What follows belongs to an exercise in optimizing a design on an open flow for small area, a short achievable clock period and few clock cycles per item; a production flow would make more cautious choices. Where RTL was checked, it was by simulation tests only, not by an equivalence proof against the original.

## ascon128_top
module ascon128_top(CLK, RST, START, SK, N, A, P, DONE, C, T);
Size: roughly 3400 cells after synthesis, ~600 flip-flops, roughly 580 I/O pins.
==> module ascon_round, before the edit <==
module ascon_round (
    input  [63:0] x0, x1, x2, x3, x4,
    input  [63:0] m0, m1, m2, m3, m4,
    output [63:0] y0, y1, y2, y3, y4
);
    wire [63:0] a0 = x0 ^ x4;
    wire [63:0] a4 = x4 ^ x3;
    wire [63:0] a2 = x2 ^ x1;
    wire [63:0] b0 = a0 ^ (~x1 & a2);
    wire [63:0] b1 = x1 ^ (~a2 & x3);
    wire [63:0] b2 = a2 ^ (~x3 & a4);
    wire [63:0] b3 = x3 ^ (~a4 & a0);
    wire [63:0] b4 = a4 ^ (~a0 & x1);
    wire [63:0] s0 = b0 ^ b4;
    wire [63:0] s1 = b1 ^ b0;
    wire [63:0] s2 = ~b2;
    wire [63:0] s3 = b3 ^ b2;
    wire [63:0] s4 = b4;
    assign y0 = s0 ^ {s0[18:0], s0[63:19]} ^ {s0[27:0], s0[63:28]} ^ m0;
    assign y1 = s1 ^ {s1[60:0], s1[63:61]} ^ {s1[38:0], s1[63:39]} ^ m1;
    assign y2 = s2 ^ {s2[0],    s2[63:1]}  ^ {s2[5:0],  s2[63:6]}  ^ m2;
    assign y3 = s3 ^ {s3[9:0],  s3[63:10]} ^ {s3[16:0], s3[63:17]} ^ m3;
    assign y4 = s4 ^ {s4[6:0],  s4[63:7]}  ^ {s4[40:0], s4[63:41]} ^ m4;
endmodule
clock: 8.0 ns
lec_check: 0
cap_margin: 20
core_margin: 2
core_utilization: 40
slew_margin: 20
standard.sh (not shown) runs the stock make flow with config.mk's settings and CLKGATE_MAP_FILE= SYNTH_SCRIPT=/design/flow/synth_recipe.tcl, a recipe that flattens the netlist after the stock synthesis.
==> flow/flow/run.sh <==
#!/bin/bash
# Layout flow: the standard synthesis unchanged, then the standard ORFS
# steps with a tighter timing-repair target, plain buffers on the ports and a
# clock tree built from smaller buffers. Each tool's output goes to its own log.
set -euo pipefail
here=$(cd "$(dirname "$0")" && pwd)
source "$here/params.sh"
bash standard.sh synth > synth.log 2>&1
bash standard.sh \
  SETUP_SLACK_MARGIN="$SETUP_MARGIN" \
  TNS_END_PERCENT="$TNS_END" \
  BUFFER_PORTS_ARGS="-buffer_cell $PORT_BUF" \
  CTS_ARGS="$CTS_ARGS" \
  finish > layout.log 2>&1
==> flow/flow/params.sh <==
SETUP_MARGIN=5.0
TNS_END=100
PORT_BUF=sky130_fd_sc_hd__buf_2
CTS_ARGS="-sink_clustering_enable -repair_clock_nets -dont_use_dummy_load -buf_list {sky130_fd_sc_hd__clkbuf_16} -sink_clustering_size 20 -sink_clustering_max_diameter 80"
Rerun with:
--- a/flow/design.v
+++ b/flow/design.v
@@ -4,17 +4,9 @@
     output [63:0] y0, y1, y2, y3, y4
 );
-    wire [63:0] a0 = x0 ^ x4;
-    wire [63:0] a4 = x4 ^ x3;
-    wire [63:0] a2 = x2 ^ x1;
-    wire [63:0] b0 = a0 ^ (~x1 & a2);
-    wire [63:0] b1 = x1 ^ (~a2 & x3);
-    wire [63:0] b2 = a2 ^ (~x3 & a4);
-    wire [63:0] b3 = x3 ^ (~a4 & a0);
-    wire [63:0] b4 = a4 ^ (~a0 & x1);
-    wire [63:0] s0 = b0 ^ b4;
-    wire [63:0] s1 = b1 ^ b0;
-    wire [63:0] s2 = ~b2;
-    wire [63:0] s3 = b3 ^ b2;
-    wire [63:0] s4 = b4;
+    wire [63:0] s0 = (x1 & ~(x4 ^ x2 ^ x0)) ^ (x3 ^ x2 ^ x0);
+    wire [63:0] s1 = ((x1 & x2) | (x3 & (x1 | x2))) ^ (x0 ^ x1 ^ x2 ^ x3 ^ x4);
+    wire [63:0] s2 = ~((x4 & ~x3) ^ x1 ^ x2);
+    wire [63:0] s3 = (x0 | (x3 ^ x4)) ^ x1 ^ x2;
+    wire [63:0] s4 = (x1 & ~(x0 ^ x4)) ^ x3 ^ x4;
     assign y0 = s0 ^ {s0[18:0], s0[63:19]} ^ {s0[27:0], s0[63:28]} ^ m0;
     assign y1 = s1 ^ {s1[60:0], s1[63:61]} ^ {s1[38:0], s1[63:39]} ^ m1;
Outcome:
- The new run ran to the end with no violations
- wire length fell by 12%
- utilization rose by 0.68 points
- worst setup slack improved by 0.067 ns
- via count fell by 1.8%
- non-clock buffer count rose by 21
- synthesized area fell by 12%
- global-route usage fell by 0.31 points
- final area fell by 11%
- critical path depth fell by 4
- die area fell by 12%
- register-to-register slack improved by 0.13 ns
Testbench counts after the change, summed over its fixed seeds: cycles 29,608, items 800.
Function not checked in the first run of this note: the RTL went through the layout flow alone.

## afterwards: timing with drivers on the ports
No port has a modelled driver above. Below, the same layouts with a new extraction and two added sets of constraints.
Step 1 sets driving cells, clkbuf_16 on the clock port and buf_2 on the other inputs (assumed; they add their load-dependent delay and slew).
Step 2 moves the port delays by t, midway between the first and last clock arrival at a register: inputs arrive t later, outputs are due t later. That takes back most of the time a late clock gives input paths.
Slacks: ideal / step 1 / step 2; pairs: ideal / step 1.
run | t (ns) | slack for setup (ns) | worst register clock-pin slew, ns | worst slew at a driven data input, ns
the first run | 0.718 | 4.946 / 4.931 / 4.946 | 0.09 / 0.09 | 0.17
the second run | 0.685 | 5.013 / 4.937 / 5.077 | 0.09 / 0.09 | 0.18
After both steps every run listed still meets setup and hold.
